What follows belongs to an exercise in optimizing a design on an open flow for small area; a production flow would make more cautious choices.
The RTL was checked by simulation tests, not by an equivalence proof against the original design.
No activity file was given, so power comes from the tool's default toggle rates.

## design/flow/design.v

```verilog
module AD_Table(Data_In,BCD_Out,Table_CLK);
input Table_CLK;
input [11:0] Data_In;
output [11:0] BCD_Out;
wire [11:0] x = Data_In;
wire [7:0] vn;
reg [7:0] v;
wire [9:0] o;
always @(posedge Table_CLK) v <= vn;
wire a_000_;
wire a_001_;
wire a_002_;
wire a_003_;
wire a_004_;
wire a_005_;
wire a_006_;
wire a_007_;
wire a_008_;
wire a_009_;
wire a_010_;
wire a_011_;
wire a_012_;
wire a_013_;
wire a_014_;
wire a_015_;
wire a_016_;
wire a_017_;
wire a_018_;
wire a_019_;
wire a_020_;
wire a_021_;
wire a_022_;
wire a_023_;
wire a_024_;
wire a_025_;
wire a_026_;
wire a_027_;
wire a_028_;
wire a_029_;
wire a_030_;
wire a_031_;
wire a_032_;
wire a_033_;
wire a_034_;
wire a_035_;
wire a_036_;
wire a_037_;
wire a_038_;
wire a_039_;
wire a_040_;
wire a_041_;
wire a_042_;
wire a_043_;
wire a_044_;
wire a_045_;
wire a_046_;
wire a_047_;
wire a_048_;
wire a_049_;
wire a_050_;
wire a_051_;
wire a_052_;
wire a_053_;
wire a_054_;
wire a_055_;
wire a_056_;
wire a_057_;
wire a_058_;
wire a_059_;
wire a_060_;
wire a_061_;
wire a_062_;
wire a_063_;
wire a_064_;
wire a_065_;
wire a_066_;
wire a_067_;
wire a_068_;
wire a_069_;
wire a_070_;
wire a_071_;
wire a_072_;
wire a_073_;
wire a_074_;
wire a_075_;
wire a_076_;
wire a_077_;
wire a_078_;
wire a_079_;
wire a_080_;
wire a_081_;
wire a_082_;
wire a_083_;
wire a_084_;
wire a_085_;
wire a_086_;
wire a_087_;
wire a_088_;
wire a_089_;
assign a_013_ = ( ~ (x[6]) & ~ (x[11]) );
assign a_014_ = ( ~ (x[6]) );
assign a_015_ = ( ~ (x[11]) );
assign a_016_ = ( ~ (a_014_) & ~ (a_015_) );
assign a_017_ = ( ~ (a_013_) & ~ (a_016_) );
assign a_018_ = ( ~ (x[5]) );
assign a_019_ = ( ~ (x[10]) );
assign a_020_ = ( ~ (a_019_) & ~ (a_018_) );
assign a_021_ = ( ~ (a_020_) );
assign a_022_ = ( ~ (a_019_) ) | ( ~ (a_018_) );
assign a_023_ = ( ~ (a_021_) ) | ( ~ (a_022_) );
assign a_024_ = ( ~ (x[4]) & ~ (x[11]) );
assign a_025_ = ( ~ (x[4]) );
assign a_026_ = ( ~ (a_025_) & ~ (a_015_) );
assign a_027_ = ( ~ (x[9]) & ~ (a_024_) ) | ( (a_026_) );
assign a_028_ = ( ~ (a_023_) ) | ( ~ (a_027_) );
assign a_029_ = ( ~ (x[10]) & ~ (a_018_) ) | ( ~ (a_028_) );
assign a_030_ = ( (a_017_) & ~ (a_029_) ) | ( ~ (a_017_) & (a_029_) );
assign a_031_ = ( ~ (x[7]) );
assign a_032_ = ( ~ (x[2]) & ~ (x[9]) );
assign a_033_ = ( ~ (x[2]) );
assign a_034_ = ( ~ (x[9]) );
assign a_035_ = ( ~ (a_033_) & ~ (a_034_) );
assign a_036_ = ( ~ (a_032_) & ~ (a_035_) );
assign a_037_ = ( (a_031_) & ~ (a_036_) ) | ( ~ (a_031_) & (a_036_) );
assign a_038_ = ( ~ (a_014_) & ~ (a_037_) ) | ( ~ (x[8]) & ~ (a_037_) );
assign a_039_ = ( ~ (x[0]) );
assign a_040_ = ( ~ (x[5]) & ~ (a_039_) );
assign a_041_ = ( ~ (x[0]) & ~ (a_018_) );
assign a_042_ = ( ~ (a_040_) & ~ (a_041_) );
assign a_043_ = ( ~ (a_042_) & ~ (a_040_) ) | ( ~ (x[7]) & ~ (a_040_) );
assign a_044_ = ( ~ (a_043_) );
assign a_045_ = ( ~ (a_044_) ) | ( ~ (x[1]) );
assign a_046_ = ( ~ (a_014_) & ~ (x[8]) ) | ( ~ (a_037_) );
assign a_047_ = ( ~ (a_014_) & ~ (x[1]) & ~ (a_044_) ) | ( ~ (x[8]) & ~ (x[1]) & ~ (a_044_) );
assign a_048_ = ( ~ (x[8]) );
assign a_049_ = ( ~ (x[6]) & ~ (a_045_) ) | ( ~ (a_048_) & ~ (a_045_) );
assign a_050_ = ( ~ (x[1]) & ~ (a_044_) );
assign a_051_ = ( ~ (a_050_) & ~ (a_038_) ) | ( ~ (a_046_) );
assign a_052_ = ( (x[7]) & ~ (a_042_) ) | ( ~ (x[7]) & (a_042_) );
assign a_053_ = ( ~ (x[9]) & ~ (a_025_) & ~ (a_016_) & ~ (a_022_) ) | ( ~ (a_052_) );
assign a_054_ = ( ~ (x[9]) & ~ (a_052_) ) | ( ~ (a_025_) & ~ (a_052_) ) | ( ~ (a_020_) & ~ (a_052_) );
assign a_055_ = ( (a_053_) & (x[3]) ) | ( (a_013_) ) | ( (a_054_) );
assign a_056_ = ( ~ (x[9]) & ~ (a_033_) & ~ (a_039_) ) | ( ~ (a_025_) ) | ( ~ (a_022_) );
assign a_057_ = ( ~ (x[9]) & ~ (x[4]) ) | ( ~ (x[1]) & ~ (x[4]) );
assign a_058_ = ( ~ (x[3]) );
assign a_059_ = ( ~ (a_057_) & ~ (a_020_) ) | ( ~ (a_058_) );
assign a_060_ = ( ~ (x[1]) & ~ (a_058_) ) | ( ~ (a_034_) );
assign a_061_ = ( ~ (a_060_) ) | ( ~ (x[10]) ) | ( ~ (a_033_) ) | ( ~ (a_039_) );
assign a_062_ = ( ~ (a_056_) ) | ( ~ (a_059_) ) | ( ~ (a_061_) );
assign a_063_ = ( ~ (a_016_) & ~ (a_052_) ) | ( ~ (a_062_) );
assign a_064_ = ( ~ (a_055_) ) | ( ~ (a_063_) );
assign a_065_ = ( ~ (a_049_) & ~ (a_051_) ) | ( ~ (a_064_) );
assign a_066_ = ( ~ (a_046_) & ~ (a_047_) ) | ( ~ (a_038_) & ~ (a_045_) ) | ( ~ (a_065_) );
assign a_067_ = ( ~ (x[7]) & ~ (a_032_) ) | ( (a_035_) );
assign a_068_ = ( ~ (x[10]) & ~ (a_048_) & ~ (x[3]) & ~ (a_067_) );
assign a_069_ = ( ~ (x[10]) & ~ (a_067_) ) | ( ~ (a_048_) & ~ (x[3]) );
assign a_070_ = ( ~ (a_067_) ) | ( ~ (x[10]) );
assign a_071_ = ( ~ (x[8]) & ~ (a_058_) ) | ( ~ (a_070_) );
assign a_072_ = ( ~ (a_071_) );
assign a_073_ = ( ~ (a_069_) & ~ (a_072_) );
assign a_074_ = ( ~ (a_068_) & ~ (a_073_) );
assign a_075_ = ( ~ (a_072_) ) | ( ~ (a_069_) );
assign a_076_ = ( ~ (x[8]) & ~ (a_058_) & ~ (a_070_) ) | ( ~ (a_075_) ) | ( ~ (a_066_) );
assign a_077_ = ( ~ (a_066_) & ~ (a_074_) ) | ( ~ (a_076_) );
assign a_078_ = ( ~ (a_024_) & ~ (a_026_) );
assign a_079_ = ( (a_034_) & ~ (a_078_) ) | ( ~ (a_034_) & (a_078_) );
assign a_080_ = ( ~ (a_079_) );
assign a_081_ = ( ~ (a_027_) & ~ (a_023_) ) | ( (a_027_) & (a_023_) );
assign a_082_ = ( ~ (a_073_) );
assign a_083_ = ( ~ (a_076_) ) | ( ~ (a_082_) );
assign a_084_ = ( ~ (a_081_) & ~ (a_083_) ) | ( (a_081_) & (a_083_) );
assign a_085_ = ( ~ (a_077_) & ~ (a_080_) ) | ( ~ (a_084_) );
assign a_086_ = ( ~ (a_076_) ) | ( ~ (a_082_) ) | ( ~ (a_081_) );
assign a_087_ = ( ~ (a_085_) ) | ( ~ (a_086_) );
assign vn[2] = ( (a_030_) & ~ (a_087_) ) | ( ~ (a_030_) & (a_087_) );
assign vn[0] = ( (a_080_) & ~ (a_077_) ) | ( ~ (a_080_) & (a_077_) );
assign a_088_ = ( ~ (a_030_) & ~ (a_087_) );
assign a_089_ = ( ~ (a_029_) );
assign a_000_ = ( ~ (a_017_) & ~ (a_089_) );
assign a_001_ = ( ~ (x[6]) & ~ (a_000_) ) | ( ~ (a_015_) & ~ (a_000_) );
assign a_002_ = ( ~ (a_031_) & ~ (a_001_) );
assign a_003_ = ( ~ (a_001_) ) | ( ~ (a_031_) );
assign a_004_ = ( ~ (a_003_) & ~ (a_088_) );
assign a_005_ = ( ~ (a_088_) & ~ (a_004_) ) | ( ~ (a_002_) & ~ (a_004_) );
assign vn[4] = ( (a_048_) & ~ (a_005_) ) | ( ~ (a_048_) & (a_005_) );
assign a_006_ = ( ~ (a_004_) ) | ( ~ (a_048_) );
assign a_007_ = ( ~ (a_006_) ) | ( ~ (x[9]) );
assign a_008_ = ( ~ (a_004_) ) | ( ~ (a_034_) ) | ( ~ (a_048_) );
assign vn[5] = ( ~ (a_007_) ) | ( ~ (a_008_) );
assign vn[6] = ( (a_019_) & ~ (a_008_) ) | ( ~ (a_019_) & (a_008_) );
assign a_009_ = ( ~ (a_080_) & ~ (a_077_) );
assign vn[1] = ( (a_009_) & ~ (a_084_) ) | ( ~ (a_009_) & (a_084_) );
assign a_010_ = ( ~ (a_003_) );
assign a_011_ = ( ~ (a_002_) & ~ (a_010_) );
assign vn[3] = ( ~ (a_011_) & ~ (a_088_) ) | ( (a_011_) & (a_088_) );
assign a_012_ = ( ~ (x[10]) & ~ (a_008_) );
assign vn[7] = ( ~ (a_015_) & ~ (a_012_) );
wire b_000_;
wire b_001_;
wire b_002_;
wire b_003_;
wire b_004_;
wire b_005_;
wire b_006_;
wire b_007_;
wire b_008_;
wire b_009_;
wire b_010_;
wire b_011_;
wire b_012_;
wire b_013_;
wire b_014_;
wire b_015_;
wire b_016_;
wire b_017_;
wire b_018_;
wire b_019_;
wire b_020_;
wire b_021_;
wire b_022_;
wire b_023_;
wire b_024_;
wire b_025_;
wire b_026_;
wire b_027_;
wire b_028_;
wire b_029_;
wire b_030_;
wire b_031_;
wire b_032_;
wire b_033_;
wire b_034_;
wire b_035_;
wire b_036_;
wire b_037_;
wire b_038_;
wire b_039_;
wire b_040_;
wire b_041_;
wire b_042_;
wire b_043_;
wire b_044_;
wire b_045_;
wire b_046_;
wire b_047_;
wire b_048_;
wire b_049_;
wire b_050_;
wire b_051_;
wire b_052_;
wire b_053_;
wire b_054_;
wire b_055_;
wire b_056_;
wire b_057_;
wire b_058_;
wire b_059_;
wire b_060_;
assign b_000_ = ( ~ (v[7]) );
assign b_001_ = ( ~ (v[5]) & ~ (b_000_) );
assign b_002_ = ( ~ (v[6]) );
assign b_003_ = ( ~ (b_001_) ) | ( ~ (b_002_) );
assign b_004_ = ( ~ (b_003_) );
assign b_005_ = ( ~ (v[5]) );
assign b_006_ = ( ~ (v[7]) & ~ (b_005_) );
assign b_007_ = ( ~ (b_002_) & ~ (b_001_) );
assign b_008_ = ( ~ (v[4]) );
assign b_009_ = ( ~ (b_007_) ) | ( ~ (b_008_) );
assign b_010_ = ( (b_006_) ) | ( (b_009_) );
assign b_011_ = ( ~ (b_010_) ) | ( ~ (b_007_) );
assign b_012_ = ( ~ (b_011_) );
assign b_013_ = ( ~ (b_004_) & ~ (b_012_) );
assign b_014_ = ( ~ (b_000_) & ~ (b_004_) );
assign b_015_ = ( ~ (b_004_) ) | ( ~ (v[4]) );
assign b_016_ = ( ~ (b_006_) & ~ (b_015_) ) | ( ~ (b_006_) & ~ (b_001_) ) | ( ~ (b_009_) & ~ (b_015_) ) | ( ~ (b_009_) & ~ (b_001_) );
assign b_017_ = ( (b_008_) & ~ (b_013_) ) | ( ~ (b_008_) & (b_013_) );
assign b_018_ = ( ~ (v[3]) & ~ (b_016_) ) | ( ~ (b_017_) );
assign b_019_ = ( ~ (v[3]) & ~ (b_016_) );
assign b_020_ = ( ~ (b_017_) ) | ( ~ (b_019_) );
assign b_021_ = ( ~ (b_010_) ) | ( ~ (b_015_) );
assign b_022_ = ( ~ (v[3]) );
assign b_023_ = ( ~ (b_021_) ) | ( ~ (b_022_) );
assign b_024_ = ( ~ (b_020_) ) | ( ~ (b_023_) );
assign b_025_ = ( ~ (b_024_) );
assign b_026_ = ( ~ (b_016_) ) | ( ~ (v[3]) ) | ( ~ (b_010_) ) | ( ~ (b_015_) );
assign b_027_ = ( ~ (b_025_) ) | ( ~ (b_026_) );
assign b_028_ = ( ~ (v[2]) );
assign b_029_ = ( ~ (b_018_) & ~ (b_027_) ) | ( ~ (b_028_) );
assign b_030_ = ( ~ (b_019_) & ~ (b_021_) ) | ( ~ (b_025_) );
assign b_031_ = ( ~ (b_030_) ) | ( ~ (v[2]) );
assign b_032_ = ( ~ (b_029_) ) | ( ~ (b_031_) );
assign b_033_ = ( ~ (b_018_) ) | ( ~ (b_023_) );
assign b_034_ = ( ~ (b_032_) ) | ( ~ (b_033_) );
assign b_035_ = ( ~ (b_034_) ) | ( ~ (b_030_) );
assign b_036_ = ( ~ (b_013_) & ~ (b_014_) & ~ (b_035_) );
assign b_037_ = ( ~ (b_014_) );
assign b_038_ = ( ~ (v[3]) & ~ (b_024_) ) | ( ~ (b_026_) );
assign b_039_ = ( ~ (b_038_) );
assign b_040_ = ( ~ (b_037_) & ~ (b_039_) );
assign b_041_ = ( ~ (b_014_) & ~ (b_038_) );
assign b_042_ = ( ~ (b_040_) & ~ (b_041_) ) | ( ~ (b_012_) & ~ (b_041_) );
assign b_043_ = ( ~ (b_036_) ) | ( ~ (b_042_) );
assign b_044_ = ( ~ (b_014_) & ~ (b_013_) );
assign b_045_ = ( ~ (b_043_) ) | ( ~ (b_044_) );
assign b_046_ = ( ~ (b_040_) ) | ( ~ (b_011_) );
assign o[8] = ( ~ (b_045_) ) | ( ~ (b_046_) );
assign o[9] = ( ~ (b_038_) & ~ (b_037_) ) | ( ~ (b_011_) & ~ (b_037_) );
assign b_047_ = ( ~ (b_035_) ) | ( ~ (b_028_) );
assign b_048_ = ( ~ (b_047_) ) | ( ~ (b_027_) );
assign b_049_ = ( ~ (v[2]) & ~ (b_030_) ) | ( ~ (b_048_) );
assign b_050_ = ( ~ (b_049_) );
assign b_051_ = ( ~ (v[1]) & ~ (b_050_) );
assign b_052_ = ( (b_033_) & (b_047_) ) | ( (b_031_) & (b_047_) );
assign b_053_ = ( ~ (b_051_) ) | ( ~ (b_052_) );
assign b_054_ = ( ~ (b_053_) ) | ( ~ (b_049_) );
assign o[4] = ( ~ (b_054_) ) | ( ~ (b_032_) );
assign b_055_ = ( ~ (v[1]) );
assign b_056_ = ( ~ (o[4]) ) | ( ~ (b_055_) );
assign b_057_ = ( ~ (b_050_) ) | ( ~ (v[1]) ) | ( ~ (b_032_) );
assign o[1] = ( ~ (b_056_) ) | ( ~ (b_057_) );
assign b_058_ = ( ~ (b_035_) );
assign o[7] = ( ~ (b_058_) & ~ (b_046_) ) | ( ~ (b_043_) );
assign o[2] = ( ~ (b_056_) & ~ (b_051_) ) | ( ~ (b_052_) & ~ (b_051_) );
assign b_059_ = ( ~ (o[8]) ) | ( ~ (b_058_) );
assign o[6] = ( ~ (b_059_) & ~ (b_036_) ) | ( ~ (b_042_) & ~ (b_036_) );
assign o[3] = ( ~ (b_055_) & ~ (b_032_) ) | ( ~ (b_053_) );
assign b_060_ = ( ~ (b_045_) ) | ( ~ (b_035_) ) | ( ~ (b_046_) );
assign o[5] = ( ~ (b_059_) ) | ( ~ (b_060_) );
assign o[0] = v[0];
assign BCD_Out = {2'b00, o};
endmodule
```

## design/flow/run.sh

```bash
#!/bin/bash
# synth_recipe.tcl (not shown) runs the flow's synth.tcl, then flattens the netlist and writes it again
# the make line also repeats each setting of config.mk as NAME=value (left out here)
make -C /OpenROAD-flow-scripts/flow DESIGN_CONFIG=/design/flow/config.mk WORK_HOME=/design/flow/orfs CLKGATE_MAP_FILE= SYNTH_SCRIPT=/design/flow/synth_recipe.tcl finish
```

## design/flow/config.mk

```make
export PLATFORM = sky130hd
export DESIGN_NAME = AD_Table
export DESIGN_NICKNAME = AD_Table
export VERILOG_FILES = /design/flow/design.v
export SDC_FILE = /design/flow/constraint.sdc
export NUM_CORES = 4
export LEC_CHECK = 0
export ABC_AREA = 1
export CAP_MARGIN = 20
export CORE_MARGIN = 2
export CORE_UTILIZATION = 30
export SLEW_MARGIN = 20
export SYNTH_MEMORY_MAX_BITS = 65536
```

## design/flow/constraint.sdc

```tcl
create_clock -name core_clock -period 10.0 [get_ports {Table_CLK}]
set_input_delay 2.0000 -clock core_clock [delete_from_list [all_inputs] [get_ports {Table_CLK}]]
set_output_delay 2.0000 -clock core_clock [all_outputs]
set_load 0.01 [all_outputs]
```

==> flow_summary.yaml, run 1 <==
outcome:
  status: "finished clean"
cts:
  cts_buffers: 3
  cts_sinks: 8
  clk_pin_slew_ns: 0.04
  htreeDepth: 1
  cts_buffer_depth: 2
  cts_tree: "done"
  post_cts_buffers: 0
  cts_root_buffer: "clkbuf_8"
  ctsHoldBuffers: 0
  ctsResizeCount: 0
final_layout:
  drive_above_1_share: 0.127
  final_cell_mix: "41 x inv_1, 28 x nand2_1, 22 x clkdlybuf4s50_1, 15 x ha_1, 13 x o21ai_0"
  largest_register_ffs: 8
  regMostFlops: "v"
  diodes: 0
  area_growth_syn_to_layout_pct: 25.1
  final_core_util: 0.387
  fin_nets: 241
  top_regs: "v x8"
  final_common_cell: "inv_1"
routing:
  route.detailed.drc: 0
  viasPerCell: 4.49
  dr.pass1.iters: 4
  ant_nets: 0
  vias: 1145
  wl_per_cell_um: 9.15
  drt_iter0_drc: 27
  routed_wl_mm: 2.33
sta:
  setup_viol: 0
  tns_ns: 0
  fin_crit_ns: 5.15
  hold_viol_final: 0
  finalWorstSetupSlack_ns: 4.85
  drv_slew: 0
  period_share: 0.515
  fmaxAchievable_mhz: 194
  rsz0062_at_grt: "false"
logic_synthesis:
  synth_flop_cell: "dfxtp_1"
  yosysWarnings: 1
  synth_xor_area_frac: 0.0216
  synthMuxAreaShare: 0
  netlist_area_mm2: 0.00122
  synth_top_family_by_area: "simple AND/OR/NAND/NOR gates"
  synth_cells: 182
  ys_seq_area_frac: 0.131
  ys_top_cells_by_area: "ha_1 15%, dfxtp_1 13%, inv_1 13%"
  synth-compound-area-share: 0.142
  synth_top_area_share: 0.154
  ys_ff_latch: 8
  synth_area_leader_cell: "ha_1"
  synth_cell_types: 29
  yosys.area_share.simple: 0.299
  synth_area_per_cell_um2: 6.70
  synth_fa_ha_area_frac: 0.253
  ys_async_sr_fraction: 0
  synth_edf_count: 0
setup_path:
  crit_start: "v[7]"
  required_ns: 8.00
  critical_path_arrival_ns: 3.15
  path_class: "reg2out"
  endpoint_kind: "primary output"
  crit_fanout: 6
  cp-start-kind: "register"
power_and_ir_drop:
  power.density_mw_per_mm2: 195
  p_leak_nw: 0.788
  p_total_mw: 0.297
  ir_worst_vdd_v: 0.0000484
floorplan:
  die-area_mm2: 0.00459
  die_w_um: 67.7
  start_util: 0.309
  ioPinCount: 25
  coreArea_mm2: 0.00394
  rows: 23
  die_h_um: 67.7
placement:
  port_buffers: 22
  place_ws_ns: 4.64
  dpl.hpwl_mm: 2.03
  gp_congestion: 0.816
global_route:
  grt_overflow: 0
  grt_usage: 0.111
  antenna_found_initial: 0
  grt_pass1_vias: 998
  grt_pass1_wl_mm: 3.92
  grt_max_degree: 7
worst_hold_path:
  hold_path_class: "in2reg"
  hp-start: "Data_In[11]"
flow_run:
  cap_violations: 0
-- where the power goes --
| group | switching, mW | total, mW | internal, mW |
|---|---|---|---|
| Combinational | 0.110 | 0.210 | 0.100 |
| Sequential | 0.00736 | 0.0494 | 0.0420 |
| Clock | 0.0115 | 0.0374 | 0.0260 |
-- synthesized netlist by cell type, types with 3 or more instances --
| cell type | number |
|---|---|
| dfxtp_1 | 8 |
| fa_1 | 6 |
| inv_1 | 41 |
| ha_1 | 15 |
| o21ai_0 | 13 |
| nand3_1 | 11 |
| a21oi_1 | 7 |
| nor2_2 | 3 |
| buf_4 | 3 |
| nand2_1 | 28 |
| nand2_2 | 11 |
| nor3_1 | 4 |
| nor2_1 | 10 |
-- final timing paths --
path | end | slack [ns] | depth (start not counted)
setup / recovery | BCD_Out[5] | 4.85 | 19
hold / removal | v[7] | 2.52 | 3
-- cell type report --
cell class	instances	area, µm²
Fill cell	412	2420
Timing Repair Buffer	22	220
Multi-Input combinational cell	129	878
Tap cell	50	62.6
Clock buffer	3	41.3
Inverter	43	161
Sequential cell	8	160
-- worst max-delay path: stages (launching register included) --
cell and delay, ns:
dfxtp_1 0.34, inv_1 0.05, ha_1 0.21, o21ai_2 0.27, nand2_2 0.11, nand2_2 0.07, nand2_2 0.07, a21oi_2 0.14
inv_1 0.04, o21ai_0 0.22, inv_1 0.09, ha_1 0.28, a21oi_1 0.11, inv_1 0.06, nand2_1 0.07, nand3_1 0.08
nand2_2 0.07, nand2_1 0.05, nand2_1 0.05, clkdlybuf4s50_1 0.52
-- cells by family after synthesis --
family,Yosys count
and+or+nand+nor,74
buffers and inverters,46
AOI/OAI and AO/OA,29
adders and majority gates,21
DFF,8
xor gates and xnor gates,3
other,1
-- routing by layer --
metal,vias up,global-route usage,routed length (µm)
li1,611,-,-
met1,499,0.133,1040
met2,30,0.201,1170
met3,5,0.00667,81
met4,0,0.0536,46
met5,-,0,0
-- metrics by stage --
stage	std cells	hold slack, ns	instance area (µm²)
after global routing	255	2.55	1520
after detailed placement	252	2.74	1480
final	255	2.52	1520
after floorplan	183	2.10	1220
after CTS	255	2.51	1520
after global placement	252	2.73	1480
==> run 2: changes to the inputs <==
==> design/flow/flow/run.sh (new file) <==
#!/bin/bash
# Own layout flow: the standard synthesis, then its combinational logic re-mapped
# for area (flip-flops untouched), then the standard ORFS steps with small port buffers.
set -euo pipefail
W=$PWD
R=$W/orfs/results/$FLOW_PLATFORM/AD_Table/base
F=$W/flow
export LIB=$FLOW_HOME/platforms/$FLOW_PLATFORM/lib/sky130_fd_sc_hd__tt_025C_1v80.lib
export DONT_USE="$(sed -n '/DONT_USE_CELLS/,/^$/p' $FLOW_HOME/platforms/$FLOW_PLATFORM/config.mk | grep -o 'sky130_fd_sc_hd__[a-z0-9_]*' | tr '\n' ' ')"

bash standard.sh $R/1_2_yosys.v > std_synth.log 2>&1
cp $R/1_2_yosys.v std_1_2_yosys.v
python3 $F/cellmodels.py $LIB > cells_comb.v 2> cellmodels.log
export CELLS=$W/cells_comb.v IN=$W/std_1_2_yosys.v

for s in $F/a*.abc; do
  n=$(basename $s .abc)
  ( ABCS=$s OUT=$W/remap_$n.v timeout 900 yosys -c $F/remap.tcl > remap_$n.log 2>&1 || true ) &
done
wait
best=""; best_area=""
for s in $F/a*.abc; do
  n=$(basename $s .abc)
  a=$(grep -i "chip area" remap_$n.v.stat 2>/dev/null | awk '{print $NF}' || true)
  if [[ -n "$a" ]] && ! grep -q '\$lut' remap_$n.v && { [[ -z "$best_area" ]] || python3 -c "import sys; sys.exit(0 if $a < $best_area else 1)"; }; then
    best=$W/remap_$n.v; best_area=$a
  fi
done
echo "standard: $(grep -i 'chip area' $R/../../../../reports/$FLOW_PLATFORM/AD_Table/base/synth_stat.txt) best remap: $best $best_area" > remap_choice.log
if [[ -n "$best" ]]; then cp $best $R/1_2_yosys.v; fi

export BUFFER_PORTS_ARGS="-buffer_cell sky130_fd_sc_hd__buf_1"
bash standard.sh finish > std_finish.log 2>&1
==> design/flow/flow/a1.abc (new file) <==
strash
dch -f
map -a
topo
==> design/flow/flow/a2.abc (new file) <==
strash
&get -n
&deepsyn -T 20 -S 1
&put
strash
dch -f
map -a
topo
==> design/flow/flow/a3.abc (new file) <==
strash
&get -n
&deepsyn -T 20 -S 7
&put
strash
dch -f
map -a
mfs2
strash
dch -f
map -a
topo
==> design/flow/flow/cellmodels.py (new file) <==
# Writes Verilog models of the liberty's combinational cells (from their function
# attributes) so that yosys can flatten a mapped netlist back into plain logic.
import re, sys
txt = open(sys.argv[1]).read()
def vexpr(f):
    toks = re.findall(r"[A-Za-z_][A-Za-z0-9_]*|[01]|[!&|^*+()]", f)
    out, prev = [], None
    for t in toks:
        if (re.match(r"[A-Za-z_(!]", t) and prev is not None
                and (re.match(r"[A-Za-z_0-9]", prev) or prev == ")")):
            out.append("&")
        out.append({"!": "~", "*": "&", "+": "|", "0": "1'b0", "1": "1'b1"}.get(t, t))
        prev = t
    return " ".join(out)
seen = set()
for m in re.finditer(r'cell \("?(sky130_fd_sc_hd__\w+)"?\)', txt):
    name = m.group(1)
    if name in seen or name.endswith(("conb_1", "sparecell")):
        continue
    seen.add(name)
    nxt = txt.find("cell (", m.end())
    body = txt[m.end(): nxt if nxt > 0 else len(txt)]
    if re.search(r"\b(ff|latch|statetable)\s*\(", body):
        continue
    outs = {}
    for pm in re.finditer(r'pin \("?(\w+)"?\)\s*\{', body):
        seg = body[pm.end(): pm.end() + 4000]
        nextpin = re.search(r"\n\s*pin \(", seg)
        if nextpin:
            seg = seg[: nextpin.start()]
        d = re.search(r'direction\s*:\s*"?(\w+)', seg)
        f = re.search(r'function\s*:\s*"([^"]*)"', seg)
        if d and d.group(1) == "output" and f and f.group(1).strip():
            outs[pm.group(1)] = f.group(1)
    if not outs:
        continue
    ins = sorted(set(re.findall(r"[A-Za-z_][A-Za-z0-9_]*", " ".join(outs.values()))))
    ports = ins + sorted(outs)
    print("module %s(%s);" % (name, ", ".join(ports)))
    for p in ins:
        print("input %s;" % p)
    for o in sorted(outs):
        print("output %s;" % o)
    for o, f in outs.items():
        print("assign %s = %s;" % (o, vexpr(f)))
    print("endmodule")
print("module sky130_fd_sc_hd__conb_1(HI, LO);\noutput HI;\noutput LO;\nassign HI = 1'b1;\nassign LO = 1'b0;\nendmodule")
==> design/flow/flow/remap.tcl (new file) <==
# Re-maps the combinational logic of the standard synthesis netlist with an
# area-oriented ABC script. Flip-flop instances (names, cell types) are kept as
# they are: the liberty cells are read as black boxes, then every combinational
# cell is replaced by its function model and flattened.
yosys read_liberty -lib $::env(LIB)
yosys read_verilog -overwrite $::env(CELLS)
yosys read_verilog $::env(IN)
yosys hierarchy -top $::env(FLOW_TOP)
yosys flatten
yosys techmap
yosys opt -fast
yosys opt_clean -purge
set du ""
foreach c $::env(DONT_USE) { append du " -dont_use $c" }
yosys abc -script $::env(ABCS) -liberty $::env(LIB) {*}$du
yosys opt_clean -purge
yosys hilomap -singleton -hicell sky130_fd_sc_hd__conb_1 HI -locell sky130_fd_sc_hd__conb_1 LO
yosys splitnets
yosys opt_clean -purge
yosys tee -o $::env(OUT).stat stat -liberty $::env(LIB)
yosys write_verilog -noattr -nohex -nodec $::env(OUT)
==> design/flow/standard.sh (new file) <==
#!/bin/bash
# synth_recipe.tcl (not shown) runs the flow's synth.tcl, then flattens the netlist and writes it again
# the make line also repeats each setting of config.mk as NAME=value (left out here)
make -C /OpenROAD-flow-scripts/flow DESIGN_CONFIG=/design/flow/config.mk WORK_HOME=/design/flow/orfs CLKGATE_MAP_FILE= SYNTH_SCRIPT=/design/flow/synth_recipe.tcl "${@:-finish}"
removed: design/flow/run.sh
==> flow_summary.yaml, run 2 <==
outcome:
  status: "finished clean"
routing:
  vias: 1171
  route.detailed.drc: 0
  ant_nets: 0
  wl_per_cell_um: 8.21
  dr.pass1.iters: 4
  drt_iter0_drc: 32
  viasPerCell: 4.65
  routed_wl_mm: 2.07
final_layout:
  area_growth_syn_to_layout_pct: 16.9
  diodes: 0
  final_area_mm2: 0.00113
  final_cells: 252
  drive_above_1_share: 0.0144
  fin_nets: 223
  regMostFlops: "v"
  final_common_cell: "nor2_1"
  final_cell_mix: "41 x nor2_1, 37 x clkinv_1, 26 x nand2_1, 22 x buf_1, 17 x a21oi_1"
  final_core_util: 0.371
  largest_register_ffs: 8
  top_regs: "v x8"
  num-fill-cells: 368
power_and_ir_drop:
  p_int_mw: 0.106
  p_clk_frac: 0.106
  sequentialPowerShare: 0.221
  p_leak_nw: 0.445
  ir_worst_vdd_v: 0.0000437
  power.density_mw_per_mm2: 192
  p_comb_frac: 0.672
  switchingPower_mw: 0.112
  swShare: 0.512
  p_total_mw: 0.218
setup_path:
  crit_path_top_delay_cell: "dfxtp_1"
  critical_path_arrival_ns: 3.40
  max_stage_delay_ns: 0.34
  crit_fanout: 4
  cp_common_cell: "clkinv_1"
  endpoint_kind: "primary output"
  path_class: "reg2out"
  required_ns: 8.00
  cp-start-kind: "register"
logic_synthesis:
  yosysWarnings: 1
  synth_area_per_cell_um2: 5.32
  netlist_area_um2: 968
  synth_cells: 182
global_route:
  top_usage_layer: "met2"
  antenna_found_initial: 0
  grt_max_degree: 10
  grt_overflow: 0
  grt_pass1_vias: 962
  grt_use_met3: 0.0128
  grt_pass1_wl_mm: 3.52
  grt_usage: 0.125
  met1_usage: 0.137
  grt_util_met2: 0.226
sta:
  period_share: 0.540
  hold_ws_ns: 2.06
  setup_viol: 0
  finalWorstSetupSlack_ns: 4.60
  drv_slew: 0
  hold_viol_final: 0
  fin_crit_ns: 5.40
  tns_ns: 0
  fmaxAchievable_mhz: 185
  rsz0062_at_grt: "false"
floorplan:
  die-area_mm2: 0.00370
  rows: 20
  die_h_um: 60.8
  coreArea_mm2: 0.00305
  die_w_um: 60.8
  ioPinCount: 25
  start_util: 0.317
cts:
  htreeDepth: 1
  cts_buffers: 3
  cts_buffer_depth: 2
  cts_tree: "done"
  cts_sinks: 8
  post_cts_buffers: 0
  ctsHoldBuffers: 0
  clk_pin_slew_ns: 0.05
  cts_root_buffer: "clkbuf_4"
  ctsResizeCount: 0
placement:
  dpl.hpwl_mm: 1.78
  place_area_mm2: 0.00111
  port_buffers: 22
  gp_congestion: 0.876
  placed_cells: 249
  place_ws_ns: 4.85
worst_hold_path:
  hold_path_class: "in2reg"
  hold_depth: 3
flow_run:
  cap_violations: 0
[run 2: cell type report]
type / instances / area, µm² / share of cell area
multi-input combinational: 138 / 673 / 0.594
tap: 44 / 55.1 / 0.0486
inverter: 37 / 139 / 0.123
timing repair buffer: 22 / 82.6 / 0.0729
clock buffer: 3 / 22.5 / 0.0199
sequential: 8 / 160 / 0.141
[run 2: per-layer routing]
layer	vias up	wire (µm)
met4	0	37
met1	494	950
met2	30	980
met5	-	0
met3	5	102
li1	642	-
[run 2: final timing paths]
| path | slack (ns) | endpoint | startpoint |
|---|---|---|---|
| setup / recovery | 4.60 | BCD_Out[2] | v[7] |
| hold / removal | 2.06 | v[7] | Data_In[11] |
[run 2: power groups by stage]
stage / logic (mW) / registers (mW) / clock network (mW)
2_1_floorplan: 0.110 / 0.0483 / 0
3_3_place_gp: 0.147 / 0.0486 / 0
3_5_place_dp: 0.148 / 0.0489 / 0
4_1_cts: 0.148 / 0.0482 / 0.0238
5_1_grt: 0.168 / 0.0497 / 0.0250
6_report: 0.146 / 0.0482 / 0.0232
[run 2: worst max-delay path, delay by kind of cell (launching register included)]
kind / cells / cell delay (ns)
AO/OA/AOI/OAI: 5 / 0.75
buffers and inverters: 8 / 0.94
flip-flops: 1 / 0.34
AND/OR/NAND/NOR: 12 / 1.12

[re-timing with driven ports]
No port has a modelled driver above. Below, the same layouts with a new extraction and two added sets of constraints. Step 1 sets driving cells, clkbuf_16 on the clock port and buf_2 on the other inputs (assumed; they add their load-dependent delay and slew). Step 2 moves the port delays by t, midway between the first and last clock arrival at a register: inputs arrive t later, outputs are due t later. That takes back most of the time a late clock gives input paths. Three values: ideal ports, drivers, drivers and shift; two values: the first two.
| run | t (ns) | setup WS [ns] | worst hold slack (ns) | worst setup path at the end | worst register clock-pin slew, ns |
|---|---|---|---|---|---|
| run 1 | 0.245 | 4.854 / 4.834 / 4.638 | 2.515 / 2.515 / 2.750 | input to register | 0.04 / 0.04 |
| run 2 | 0.262 | 4.597 / 4.579 / 4.841 | 2.058 / 2.062 / 2.324 | register to output | 0.05 / 0.05 |
After both steps setup and hold are still met in every run listed. For run 1, which loses most, drivers alone change the setup slack by -0.020 ns; drivers and shift together by -0.216 ns.
